Background: an optimization exercise with open tools, aiming at small area and a short achievable clock period. Do not read the settings as production practice.
Only simulation tests tie the RTL to the original design; equivalence was not proved.

==> flow/design.v (outline; a module is shown in full before it is edited, if it fits) <==
// module Chevychev_highpass: 1312 lines
// module iir_fa: 4 lines
// module iir_ha: 4 lines
module Chevychev_highpass (
    data_in, data_out, clk, rst
);
  // ...
==> flow/flow/run.sh <==
#!/bin/bash
# The standard layout (standard.sh), with three changes to how it is made:
#  - port buffers are buf_4 instead of the default (a slow delay buffer),
#  - timing repair aims for 7 ns of setup slack (the design runs well below
#    the 16 ns clock, so the default repair would never act),
#  - clock tree: clkbuf_8 buffers, sinks clustered by 20 within 60 um, no
#    dummy loads.
# The full make output goes to standard_sh.log; ORFS keeps per-step logs in orfs/logs.
set -euo pipefail
bash standard.sh \
  "BUFFER_PORTS_ARGS=-buffer_cell sky130_fd_sc_hd__buf_4" \
  SETUP_SLACK_MARGIN=7.5 \
  "CTS_ARGS=-sink_clustering_enable -repair_clock_nets -dont_use_dummy_load -sink_clustering_size 20 -sink_clustering_max_diameter 60 -buf_list sky130_fd_sc_hd__clkbuf_8" \
  finish > standard_sh.log 2>&1
==> flow/standard.sh <==
#!/bin/bash
# synth_recipe.tcl (not shown) runs the flow's synth.tcl, then flattens the netlist and writes it again
# the make line also repeats each setting of config.mk as NAME=value (left out here)
make -C /OpenROAD-flow-scripts/flow DESIGN_CONFIG=/design/flow/config.mk WORK_HOME=/design/flow/orfs CLKGATE_MAP_FILE= SYNTH_SCRIPT=/design/flow/synth_recipe.tcl "${@:-finish}"
==> flow/config.mk <==
export PLATFORM = sky130hd
export DESIGN_NAME = Chevychev_highpass
export DESIGN_NICKNAME = Chevychev_highpass
export VERILOG_FILES = /design/flow/design.v
export SDC_FILE = /design/flow/constraint.sdc
export NUM_CORES = 4
export LEC_CHECK = 0
export CAP_MARGIN = 20
export CORE_MARGIN = 2
export CORE_UTILIZATION = 40
export SLEW_MARGIN = 20
export SYNTH_HIERARCHICAL = 1
export SYNTH_MINIMUM_KEEP_SIZE = 0
==> flow/constraint.sdc <==
create_clock -name core_clock -period 16.0 [get_ports {clk}]
set_input_delay 3.2000 -clock core_clock [delete_from_list [all_inputs] [get_ports {clk}]]
set_output_delay 3.2000 -clock core_clock [all_outputs]
set_load 0.01 [all_outputs]
==> run_results.csv, run 1 <==
group,metric,value,unit
critical_path,r2r-start,"YN[2]",
cells_and_area,final_core_util,44.20,%
run_status,run_status,"no timing/DRC/antenna violations",
critical_path,reg2reg_slack,7.67,ns
drt,wl_met3,994,µm
synthesis,ys_seq_area_share,23.86,%
global_route,met3_usage,3.457,%
die,fp.coreArea,36610,µm²
drt,drt_iter0_drc,304,
critical_path,path_common_cell,"ha_1",
cells_and_area,final-nonclk-buf-share,2.088,%
drt,wire_per_inst,18.87,µm
global_route,grt_overflow,0,
sta,relSlewSlack,46.21,%
sta,period_needed,8.446,ns
placed_design,hpwl,24980,µm
cells_and_area,seq-cell-share,21.94,%
sta,setup_ws,7.554,ns
synthesis,synth_area_leaders,"fa_1 (50%), dfxtp_1 (24%), ha_1 (11%), nand2b_1 (4.0%), nor2_1 (2.2%)",
sta,max_freq,118.4,MHz
cells_and_area,multiInputGateArea,11210,µm²
critical_path,worstPathCellList,"buf_8 > ha_1 > ha_1 > nand2_2 > o21ai_2 > o21a_1 > a31o_4 > a31o_1 > ha_4 > xor2_4 > buf_6",
sta,hold_viol,0,
cells_and_area,n_clock_buffer,17,
sta,worst_pin_slew,0.8058,ns
sta,skew,0.03698,ns
drt,drc,0,
cells_and_area,diodes,0,
cells_and_area,nMultiInputCombCells,811,
synthesis,ys_async_sr_fraction,0,%
==> inputs of run 2 (changes only) <==
--- a/flow/flow/run.sh
+++ b/flow/flow/run.sh
@@ -9,6 +9,6 @@
 set -euo pipefail
 bash standard.sh \
   "BUFFER_PORTS_ARGS=-buffer_cell sky130_fd_sc_hd__buf_4" \
-  SETUP_SLACK_MARGIN=7.5 \
+  SETUP_SLACK_MARGIN=7.75 \
   "CTS_ARGS=-sink_clustering_enable -repair_clock_nets -dont_use_dummy_load -sink_clustering_size 20 -sink_clustering_max_diameter 60 -buf_list sky130_fd_sc_hd__clkbuf_8" \
   finish > standard_sh.log 2>&1
==> run 2 against run 1 <==
Clock-buffer cell count stayed put. Die area did not move. Critical path type unchanged. Critical path depth unchanged. Non-clock buffer count up 31. Utilization rose by 1.1 points. Hold slack gained 0.0038 ns.
==> run_results.csv, run 2 <==
group,metric,value,unit
global_route,grtUsageTotal,18.05,%
synthesis,synth_edf_count,0,
sta,fin_setup_tns,0,ns
critical_path,max_stage_delay,0.29,ns
critical_path,required,12.80,ns
clock_tree,cts_buffers,17,
sta,hold_viol,0,
clock_tree,h-tree-depth,4,
critical_path,worstSetupPathType,"input port to output pin",
drt,drt_iter0_drc,321,
sta,setup_violations,0,
synthesis,synth_area,14850,µm²
cells_and_area,final_core_util,45.26,%
global_route,grt_max_degree,66,
placed_design,hpwl,25190,µm
synthesis,ys_async_sr_fraction,0,%
sta,period_needed,8.436,ns
synthesis,yosys.area.top_type_share,50.02,%
clock_tree,cts_hold_buf,0,
clock_tree,cts_buffer_depth,2,
critical_path,worstPathCellList,"buf_4 > ha_4 > ha_4 > o21ai_2 > a211oi_2 > buf_4 > a31o_4 > a31o_1 > ha_4 > xor2_4 > buf_6",
sta,slew_viol_final,0,
critical_path,critPathArrivalTime,5.24,ns
critical_path,cp-start-kind,"input port",
sta,skew,0.02886,ns
die,ios,28,
drt,dr.max_layer_used,"met4",
die,die_h,196.7,µm
critical_path,cpMaxStageDelayCell,"ha_4",
cells_and_area,final_cell_mix,"fa_1 (347), dfxtp_1 (174), ha_1 (107)",
sta,rsz0062_at_grt,"yes",
critical_path,crit_path_start,"data_in[3]",
min_path,hold_class,"flop to flop",
drt,wl_met3,846,µm
clock_tree,clk_pin_slew_worst_paths,0.09,ns
cells_and_area,area_growth,11.59,%
run_status,run_status,"no timing/DRC/antenna violations",
synthesis,yosys_warnings,7,
synthesis,syn_inst,1090,
flow_run,max_cap_viol_count,0,
critical_path,cp-end-kind,"output pin",
critical_path,path_common_cell,"ha_4",
cells_and_area,final_common_cell,"fa_1",
sta,relSlewSlack,48.37,%
sta,finalCritPeriodShare,52.73,%
drt,drt-met1-wl,13980,µm
clock_tree,cts-root-buf,"clkbuf_8",
global_route,grt_pass1_wl,51320,µm
synthesis,ys.flop_type,"dfxtp_1",
die,fp.coreArea,36610,µm²
synthesis,yosysUniqueCellTypes,30,
synthesis,yosysTopAreaCell,"fa_1",
clock_tree,clk-insertion-delay-late,0.51,ns
placed_design,gp_congestion,0.8470,
clock_tree,cts.sinks,177,
die,start_util,40.56,%
synthesis,yosys-top-cells-count,"fa_1 (371), dfxtp_1 (177), ha_1 (128), nand2b_1 (95), nor2_1 (88)",
synthesis,ys_seq_area_share,23.86,%
cells_and_area,diodes,0,
synthesis,ys_seq_elements,177,
drt,met2_length,15400,µm
drt,ant_nets,0,
drt,routed_wl,30940,µm
cells_and_area,final_nets,1659,
cells_and_area,drive_gt1_share,14.72,%
die,rows,70,
critical_path,r2r-start,"YN[2]",
min_path,worstHoldStart,"R4[0]",
clock_tree,cts_tree,"built",
drt,num_vias,7790,
critical_path,path_max_fanout,6,
global_route,grt_overflow,0,
synthesis,synth_area_leaders,"fa_1 (50%), dfxtp_1 (24%), ha_1 (11%), nand2b_1 (4.0%), nor2_1 (2.2%)",
die,die-area,38680,µm²
synthesis,synth.most_common_cell,"fa_1",
drt,drc,0,
drt,drtPass1Iterations,4,
global_route,grt_pass1_vias,8983,
sta,hold_ws,0.4993,ns
sta,worst_pin_slew,0.7734,ns
synthesis,avgSynthCellArea,13.62,µm²
drt,viasPerCell,4.821,
die,die_x,196.7,µm
drt,wire_per_inst,19.15,µm
placed_design,io_buffers,27,
global_route,antenna_found_initial,0,
sta,max_freq,118.5,MHz
run 2: cell counts after synthesis:
No cell type changed its count.
run 2: worst paths after layout:
kind / endpoint / slack (ns) / cells after the start
hold / removal: R3[0] / 0.50 / 2
setup reg to reg: R8[17] / 7.98 / 23
hold reg to reg: R3[0] / 0.50 / 2
setup / recovery: data_out[17] / 7.56 / 11
run 2: logic make-up after synthesis:
family | share of synthesized area (%)
buf+inv | 3.185
compound gates | 2.191
other cells | 0.02526
flops | 23.86
xor+xnor | 2.823
fa+ha+maj | 60.81
simple gates | 7.104
run 2: layout make-up:
class | count | area, µm²
fillers | 3318 | 20040
well taps | 468 | 585.6
multi-input cells | 811 | 11340
clock buffers | 17 | 234.0
inverters | 70 | 266.5
flip-flops and latches | 177 | 3550
repair buffers | 73 | 598.1
run 2: per-layer routing:
| metal | GRT usage, % | vias up |
|---|---|---|
| met1 | 25.28 | 4173 |
| li1 | - | 3498 |
| met3 | 2.601 | 34 |
| met2 | 29.25 | 85 |
| met5 | 0 | - |
| met4 | 5.764 | 0 |
run 2: critical path, delay by kind of cell:
| kind | cells | cell delay (ns) |
|---|---|---|
| AOI/OAI and AO/OA | 4 | 0.68 |
| xor gates and xnor gates | 1 | 0.18 |
| buffers and inverters | 3 | 0.46 |
| adders and majority gates | 3 | 0.69 |
run 2: timing repair:
| action | in CTS | in global routing |
|---|---|---|
| gates cloned | 0 | 0 |
| gates resized for setup | 66 | 26 |
| buffers inserted | 20 | 11 |
| setup endpoints to repair | 15 | 13 |
| pin swaps | 37 | 25 |
run 2: per-module statistics from Yosys, one instance, submodules excluded:
| module | cells inside | area [µm²] |
|---|---|---|
| Chevychev_highpass | 609 | 6045 |
| iir_ha | 1 | 12.51 |
| iir_fa | 1 | 20.02 |
run 2: through the flow:
step	std cells	setup slack, ns	instance area, µm²
after floorplan	1095	7.732	14950
after global placement	1568	7.213	15640
after detailed placement	1568	7.224	15640
after CTS	1605	7.555	16370
after global routing	1616	7.488	16570
final	1616	7.564	16570
==> inputs of run 3 (changes only) <==
==> flow/flow/run.sh (replaced) <==
#!/bin/bash
# The standard layout (standard.sh), with three changes to how it is made:
#  - port buffers are buf_2 instead of the default (a slow delay buffer),
#  - timing repair aims for 7 ns of setup slack (the design runs well below
#    the 16 ns clock, so the default repair would never act),
#  - clock tree: clkbuf_8 buffers, sinks clustered by 20 within 60 um, no
#    dummy loads.
# The full make output goes to standard_sh.log; ORFS keeps per-step logs in orfs/logs.
set -euo pipefail
bash standard.sh \
  "BUFFER_PORTS_ARGS=-buffer_cell sky130_fd_sc_hd__buf_2" \
  SETUP_SLACK_MARGIN=7.5 \
  "CTS_ARGS=-sink_clustering_enable -repair_clock_nets -dont_use_dummy_load -sink_clustering_size 20 -sink_clustering_max_diameter 60 -buf_list sky130_fd_sc_hd__clkbuf_8" \
  finish > standard_sh.log 2>&1
==> run 3 against run 2 <==
Still clean on timing, DRC and antenna. Utilization down 0.56 points. Synthesized cell count unchanged. Design area is 1.2% lower. Wire length fell by 1.7%. Flip-flop and latch count stayed put. Setup slack worse by 0.063 ns. Critical path type unchanged. Highest routed layer unchanged.
==> run_results.csv, run 3 <==
group,metric,value,unit
critical_path,reg2regPathDepth,23,
drt,drc,0,
sta,skew,0.03534,ns
synthesis,synthAdderAreaFrac,60.81,%
cells_and_area,final_nets,1658,
synthesis,synth_area,14850,µm²
die,ios,28,
sta,hold_ws,0.4703,ns
synthesis,ys.flop_type,"dfxtp_1",
sta,worst_pin_slew,0.9679,ns
cells_and_area,final_common_cell,"fa_1",
drt,viasPerCell,4.747,
drt,drtPass1Iterations,4,
drt,drt_iter0_drc,275,
synthesis,avgSynthCellArea,13.62,µm²
synthesis,syn_inst,1090,
synthesis,yosys-top-cells-count,"fa_1 (371), dfxtp_1 (177), ha_1 (128), nand2b_1 (95), nor2_1 (88)",
run_status,run_status,"no timing/DRC/antenna violations",
clock_tree,clk-insertion-delay-late,0.50,ns
placed_design,io_buffers,27,
die,fp.coreArea,36610,µm²
cells_and_area,area_growth,10.22,%
sta,max_freq,117.7,MHz
clock_tree,cts_tree,"built",
synthesis,yosysUniqueCellTypes,30,
sta,relSlewSlack,35.48,%
sta,finalCritPeriodShare,53.12,%
synthesis,muxShareOfSynthArea,0,%
synthesis,yosys.area.top_type_share,50.02,%
global_route,grt_overflow,0,
critical_path,cp-end-kind,"output pin",
critical_path,cp-start-kind,"input port",
sta,setup_violations,0,
drt,num_vias,7667,
synthesis,yosysTopAreaCell,"fa_1",
die,die-area,38680,µm²
drt,wire_per_inst,18.84,µm
global_route,grt_max_degree,96,
critical_path,critPathArrivalTime,5.30,ns
sta,hold_viol,0,
global_route,antenna_found_initial,0,
synthesis,synth-compound-area-share,2.191,%
critical_path,critPathCapture,"data_out[13]",
critical_path,crit_path_start,"data_in[1]",
critical_path,r2r_end,"R8[17]",
critical_path,worstSetupPathType,"input port to output pin",
min_path,hold_class,"flop to flop",
placed_design,place_area,15460,µm²
synthesis,synth.most_common_cell,"fa_1",
synthesis,yosys_warnings,7,
synthesis,synthSimpleGateAreaFrac,7.104,%
synthesis,ys_async_sr_fraction,0,%
clock_tree,cts_buffer_depth,2,
placed_design,gp_congestion,0.8370,
clock_tree,h-tree-depth,4,
critical_path,r2r-start,"YN[0]",
die,die_x,196.7,µm
critical_path,reg2reg_slack,7.64,ns
sta,fin_setup_tns,0,ns
synthesis,synth-xor-area-share,2.823,%
clock_tree,clk_pin_slew_worst_paths,0.08,ns
cells_and_area,final_cell_mix,"fa_1 (357), dfxtp_1 (174), ha_1 (110)",
cells_and_area,design_area,16370,µm²
cells_and_area,nFillCells,3363,
die,start_util,40.56,%
placed_design,hpwl,25180,µm
clock_tree,cts-root-buf,"clkbuf_8",
die,die_h,196.7,µm
clock_tree,cts.sinks,177,
critical_path,required,12.80,ns
min_path,worstHoldStart,"R7[0]",
die,rows,70,
global_route,grt_pass1_vias,8998,
synthesis,ys_seq_elements,177,
synthesis,ys_seq_area_share,23.86,%
synthesis,synth_area_leaders,"fa_1 (50%), dfxtp_1 (24%), ha_1 (11%), nand2b_1 (4.0%), nor2_1 (2.2%)",
synthesis,synth_top_family_by_area,"adder cells",
sta,rsz0062_at_grt,"yes",
global_route,grt_pass1_wl,50760,µm
global_route,grtUsageTotal,17.76,%
cells_and_area,final-seq-area,3552,µm²
cells_and_area,multiInputGateArea,11210,µm²
cells_and_area,diodes,0,
sta,period_needed,8.499,ns
synthesis,synth_edf_count,0,
critical_path,path_max_fanout,4,
cells_and_area,drive_gt1_share,12.82,%
sta,slew_viol_final,0,
flow_run,max_cap_viol_count,0,
drt,ant_nets,0,
drt,routed_wl,30430,µm
clock_tree,cts_buffers,17,
-- run 3: cell counts after synthesis --
No cell type changed its count.
-- run 3: repair_timing --
action	4_1_cts	5_1_grt
pin swaps	11	29
resized for setup	38	40
setup endpoints to repair	10	7
hold buffers	0	0
setup buffers	6	28
-- run 3: kinds of logic (layout without fill, tap and decap cells) --
group	count (synthesis)	in the layout
adders and majority gates	499	499
DFF	177	177
buffers and inverters	107	159
and+or+nand+nor	208	208
AOI/OAI and AO/OA	51	51
other	1	6
xor gates and xnor gates	47	47
-- run 3: Yosys stat by module, one instance, submodules excluded --
module              times used  flip-flops and latches
Chevychev_highpass           1                     177
iir_fa                     371                       0
iir_ha                     110                       0
-- run 3: layout make-up --
class | instances | share of cell area (%)
Inverter | 70 | 1.606
Timing Repair Buffer | 72 | 3.196
Sequential cell | 177 | 21.70
Tap cell | 468 | 3.578
Multi-Input combinational cell | 811 | 68.49
Clock buffer | 17 | 1.430
-- run 3: worst min-delay path by stage --
stage / slack (ns) / cells after the start / endpoint
3_5_place_dp: 0.49 / 2 / R6[0]
3_3_place_gp: 0.49 / 2 / R6[0]
6_report: 0.47 / 2 / R6[0]
5_1_grt: 0.50 / 2 / R6[0]
2_1_floorplan: 0.45 / 2 / YN[17]
4_1_cts: 0.47 / 2 / R6[0]
-- run 3: metrics by stage --
stage,utilization [%],instances,setup slack [ns]
global placement,42.24,1564,7.157
floorplan,-,1095,7.648
detailed placement,42.24,1564,7.138
finish,44.70,1615,7.501
CTS,43.59,1587,7.483
global route,44.70,1615,7.350
-- run 3: critical path: stages --
cell,delay (ns)
buf_12,0.11
ha_4,0.23
ha_4,0.15
o211ai_1,0.16
nand2_1,0.12
a31o_4,0.27
a21o_2,0.23
a31o_2,0.21
ha_1,0.18
nor2_2,0.14
xnor2_2,0.14
buf_2,0.16
-- run 3: routing by layer --
| metal | vias to the layer above | global-route usage, % | wire [µm] |
|---|---|---|---|
| met1 | 4065 | 24.29 | 13680 |
| met4 | 0 | 3.982 | 475 |
| li1 | 3498 | - | - |
| met5 | - | 0 | 0 |
| met3 | 21 | 3.713 | 967 |
| met2 | 83 | 29.35 | 15310 |
==> inputs of run 4 (changes only) <==
==> flow/flow/run.sh (replaced) <==
#!/bin/bash
# The standard layout (standard.sh), with three changes to how it is made:
#  - port buffers are buf_4 instead of the default (a slow delay buffer),
#  - timing repair aims for 7.5 ns of setup slack (the design runs well below
#    the 16 ns clock, so the default repair would never act),
#  - clock tree: clkbuf_8 buffers, sinks clustered by 20 within 60 um, no
#    dummy loads.
# The full make output goes to standard_sh.log; ORFS keeps per-step logs in orfs/logs.
set -euo pipefail
bash standard.sh \
  "BUFFER_PORTS_ARGS=-buffer_cell sky130_fd_sc_hd__buf_4" \
  SETUP_SLACK_MARGIN=7.5 \
  "CTS_ARGS=-sink_clustering_enable -repair_clock_nets -dont_use_dummy_load -sink_clustering_size 20 -sink_clustering_max_diameter 60 -buf_list sky130_fd_sc_hd__clkbuf_8" \
  finish > standard_sh.log 2>&1
==> run 4 against run 3 <==
Fmax is 0.62% higher. Wire length fell by 1.7%. First-iteration DRC count rose by 11%. Die area unchanged. Via count is 1.1% lower. Critical path depth shrank 1. Clock-buffer cell count did not move. Non-clock buffer count fell by 30. Setup slack improved by 0.053 ns.
==> run_results.csv, run 4 <==
group,metric,value,unit
synthesis,ys_seq_elements,177,
run_status,run_status,"no timing/DRC/antenna violations",
drt,wire_per_inst,18.87,µm
cells_and_area,final_common_cell,"fa_1",
sta,worst_pin_slew,0.8058,ns
placed_design,io_buffers,27,
die,die_x,196.7,µm
global_route,grt_max_degree,70,
global_route,antenna_found_initial,0,
die,die_h,196.7,µm
cells_and_area,nFillCells,3332,
placed_design,hpwl,24980,µm
sta,setup_ws,7.554,ns
critical_path,critPathArrivalTime,5.25,ns
drt,drt_iter0_drc,304,
critical_path,r2r-start,"YN[2]",
clock_tree,cts_buffer_depth,2,
die,ios,28,
min_path,worstHoldStart,"R4[0]",
clock_tree,clk-insertion-delay-late,0.49,ns
die,rows,70,
drt,met2_length,15010,µm
placed_design,gp_congestion,0.8478,
synthesis,synth_top_family_by_area,"adder cells",
sta,hold_viol,0,
flow_run,max_cap_viol_count,0,
synthesis,yosysUniqueCellTypes,30,
placed_design,dp_slack,7.153,ns
critical_path,reg2reg_slack,7.67,ns
synthesis,ys.flop_type,"dfxtp_1",
drt,viasPerCell,4.785,
synthesis,yosys-top-cells-count,"fa_1 (371), dfxtp_1 (177), ha_1 (128), nand2b_1 (95), nor2_1 (88)",
synthesis,yosys_warnings,7,
global_route,grt_pass1_vias,8821,
clock_tree,cts_hold_buf,0,
critical_path,path_max_fanout,6,
cells_and_area,final_cell_mix,"fa_1 (364), dfxtp_1 (174), ha_1 (109)",
critical_path,worstSetupPathType,"input port to output pin",
synthesis,synth_edf_count,0,
drt,dr.max_layer_used,"met4",
sta,relSlewSlack,46.21,%
drt,num_vias,7585,
drt,routed_wl,29910,µm
synthesis,avgSynthCellArea,13.62,µm²
sta,setup_violations,0,
drt,drt-met1-wl,13590,µm
sta,finalCritPeriodShare,52.79,%
die,die-area,38680,µm²
critical_path,reg2regPathDepth,23,
cells_and_area,final_core_util,44.20,%
synthesis,syn_inst,1090,
drt,drc,0,
synthesis,synth-xor-area-share,2.823,%
synthesis,ys_seq_area_share,23.86,%
sta,period_needed,8.446,ns
synthesis,synth.most_common_cell,"fa_1",
critical_path,required,12.80,ns
critical_path,r2r_end,"R8[17]",
drt,ant_nets,0,
die,fp.coreArea,36610,µm²
synthesis,muxShareOfSynthArea,0,%
cells_and_area,area_growth,8.974,%
min_path,hold_depth,2,
sta,max_freq,118.4,MHz
drt,wl_met3,994,µm
clock_tree,cts-root-buf,"clkbuf_8",
critical_path,cp-end-kind,"output pin",
die,start_util,40.56,%
synthesis,yosysTopAreaCell,"fa_1",
global_route,grtUsageTotal,17.54,%
synthesis,synth-compound-area-share,2.191,%
clock_tree,cts_buffers,17,
synthesis,synthAdderAreaFrac,60.81,%
clock_tree,cts_tree,"built",
synthesis,yosys.area.top_type_share,50.02,%
drt,drtPass1Iterations,6,
synthesis,synth_area_leaders,"fa_1 (50%), dfxtp_1 (24%), ha_1 (11%), nand2b_1 (4.0%), nor2_1 (2.2%)",
sta,fin_setup_tns,0,ns
synthesis,synthSimpleGateAreaFrac,7.104,%
clock_tree,clk_pin_slew_worst_paths,0.08,ns
global_route,grt_overflow,0,
global_route,grt_pass1_wl,50180,µm
min_path,min_to,"R3[0]",
sta,slew_viol_final,0,
cells_and_area,final_nets,1628,
critical_path,cp-start-kind,"input port",
sta,rsz0062_at_grt,"yes",
synthesis,synth_area,14850,µm²
critical_path,crit_path_start,"data_in[1]",
cells_and_area,drive_gt1_share,9.937,%
clock_tree,cts.sinks,177,
synthesis,ys_async_sr_fraction,0,%
cells_and_area,diodes,0,
clock_tree,h-tree-depth,4,
sta,skew,0.03698,ns
min_path,hold_class,"flop to flop",
## run 4: per-stage QoR
step | cells | hold slack (ns) | area, µm²
finish | 1585 | 0.4955 | 16180
global route | 1585 | 0.5190 | 16180
CTS | 1584 | 0.5008 | 15960
detailed placement | 1564 | 0.4893 | 15530
global placement | 1564 | 0.4890 | 15530
floorplan | 1095 | 0.4542 | 14870
## run 4: worst max-delay path by stage
stage                   end  slack, ns  cells after the start
5_1_grt              R8[17]       7.37                     23
3_5_place_dp   data_out[17]       7.15                     11
2_1_floorplan  data_out[17]       7.65                     10
6_report       data_out[17]       7.55                     11
4_1_cts        data_out[17]       7.43                     11
3_3_place_gp   data_out[17]       7.17                     11
## run 4: final cells by class
cell class	instances	area [µm²]	area share (%)
multi-input combinational	811	11210	69.29
sequential	177	3550	21.94
tap	468	585.6	3.619
timing repair buffer	42	337.8	2.088
inverter	70	262.8	1.624
clock buffer	17	234.0	1.446
## run 4: modules after synthesis (local to each module, per instance)
module	times used	flip-flops and latches	cells inside	cell area [µm²]
Chevychev_highpass	1	177	609	6045
iir_fa	371	0	1	20.02
iir_ha	110	0	1	12.51
## run 4: repair_timing
action | CTS | global route
gates resized for setup | 27 | 37
pin swaps | 9 | 16
buffers inserted | 3 | 1
setup endpoints to repair | 8 | 7
## run 4: cells by family after synthesis
kind of cell             Yosys count
adder cells (fa/ha/maj)          499
AND/OR/NAND/NOR                  208
flip-flops                       177
XOR/XNOR                          47
AO/OA/AOI/OAI                     51
buffers and inverters            107
other                              1
## run 4: routing by layer
layer | vias to the layer above | global-route usage, %
met4 | 0 | 3.314
met2 | 76 | 28.36
met3 | 16 | 3.457
met1 | 4063 | 24.93
li1 | 3430 | -
met5 | - | 0
## run 4: worst max-delay path, cell delays in order
cell and delay (ns):
buf_8 0.12, ha_1 0.28, ha_1 0.31, nand2_2 0.10, o21ai_2 0.09, o21a_1 0.18, a31o_4 0.22, a31o_1 0.23
ha_4 0.19, xor2_4 0.19, buf_6 0.13

what the ideal ports hide:
The results above use ideal ports. As a check the final layouts listed here were re-extracted and re-timed, cells and wires unchanged.
Step 1 (the two cells are an assumption about what drives the block):
set clk [get_ports {clk}]
set_driving_cell -lib_cell sky130_fd_sc_hd__clkbuf_16 $clk
set_driving_cell -lib_cell sky130_fd_sc_hd__buf_2 [delete_from_list [all_inputs] $clk]
Step 2 adds t to the input delays and takes it off the output delays; t is the mean of the earliest and latest rising clock arrival at the registers after step 1. Input paths then give back, and output paths get back, about the clock's delay inside the block.
Slacks: no drivers / after step 1 / after step 2; pairs: no drivers / after step 1.
run | t, ns | slack for setup (ns) | worst hold slack (ns) | latest minus earliest clock arrival (ns) | pins driven straight from the clock port
run 1 | 0.524 | 7.554 / 7.511 / 7.511 | 0.495 / 0.495 / 0.495 | 0.038 / 0.037 | 1
run 2 | 0.538 | 7.564 / 7.537 / 7.537 | 0.499 / 0.499 / 0.499 | 0.029 / 0.030 | 1
run 3 | 0.530 | 7.501 / 7.456 / 7.456 | 0.470 / 0.470 / 0.470 | 0.037 / 0.037 | 1
run 4 | 0.524 | 7.554 / 7.511 / 7.511 | 0.495 / 0.495 / 0.495 | 0.038 / 0.037 | 1
After both steps setup and hold are still met in every run listed. The setup slack of run 3, which loses most, moves by -0.045 ns with the drivers and by -0.045 ns with both steps.
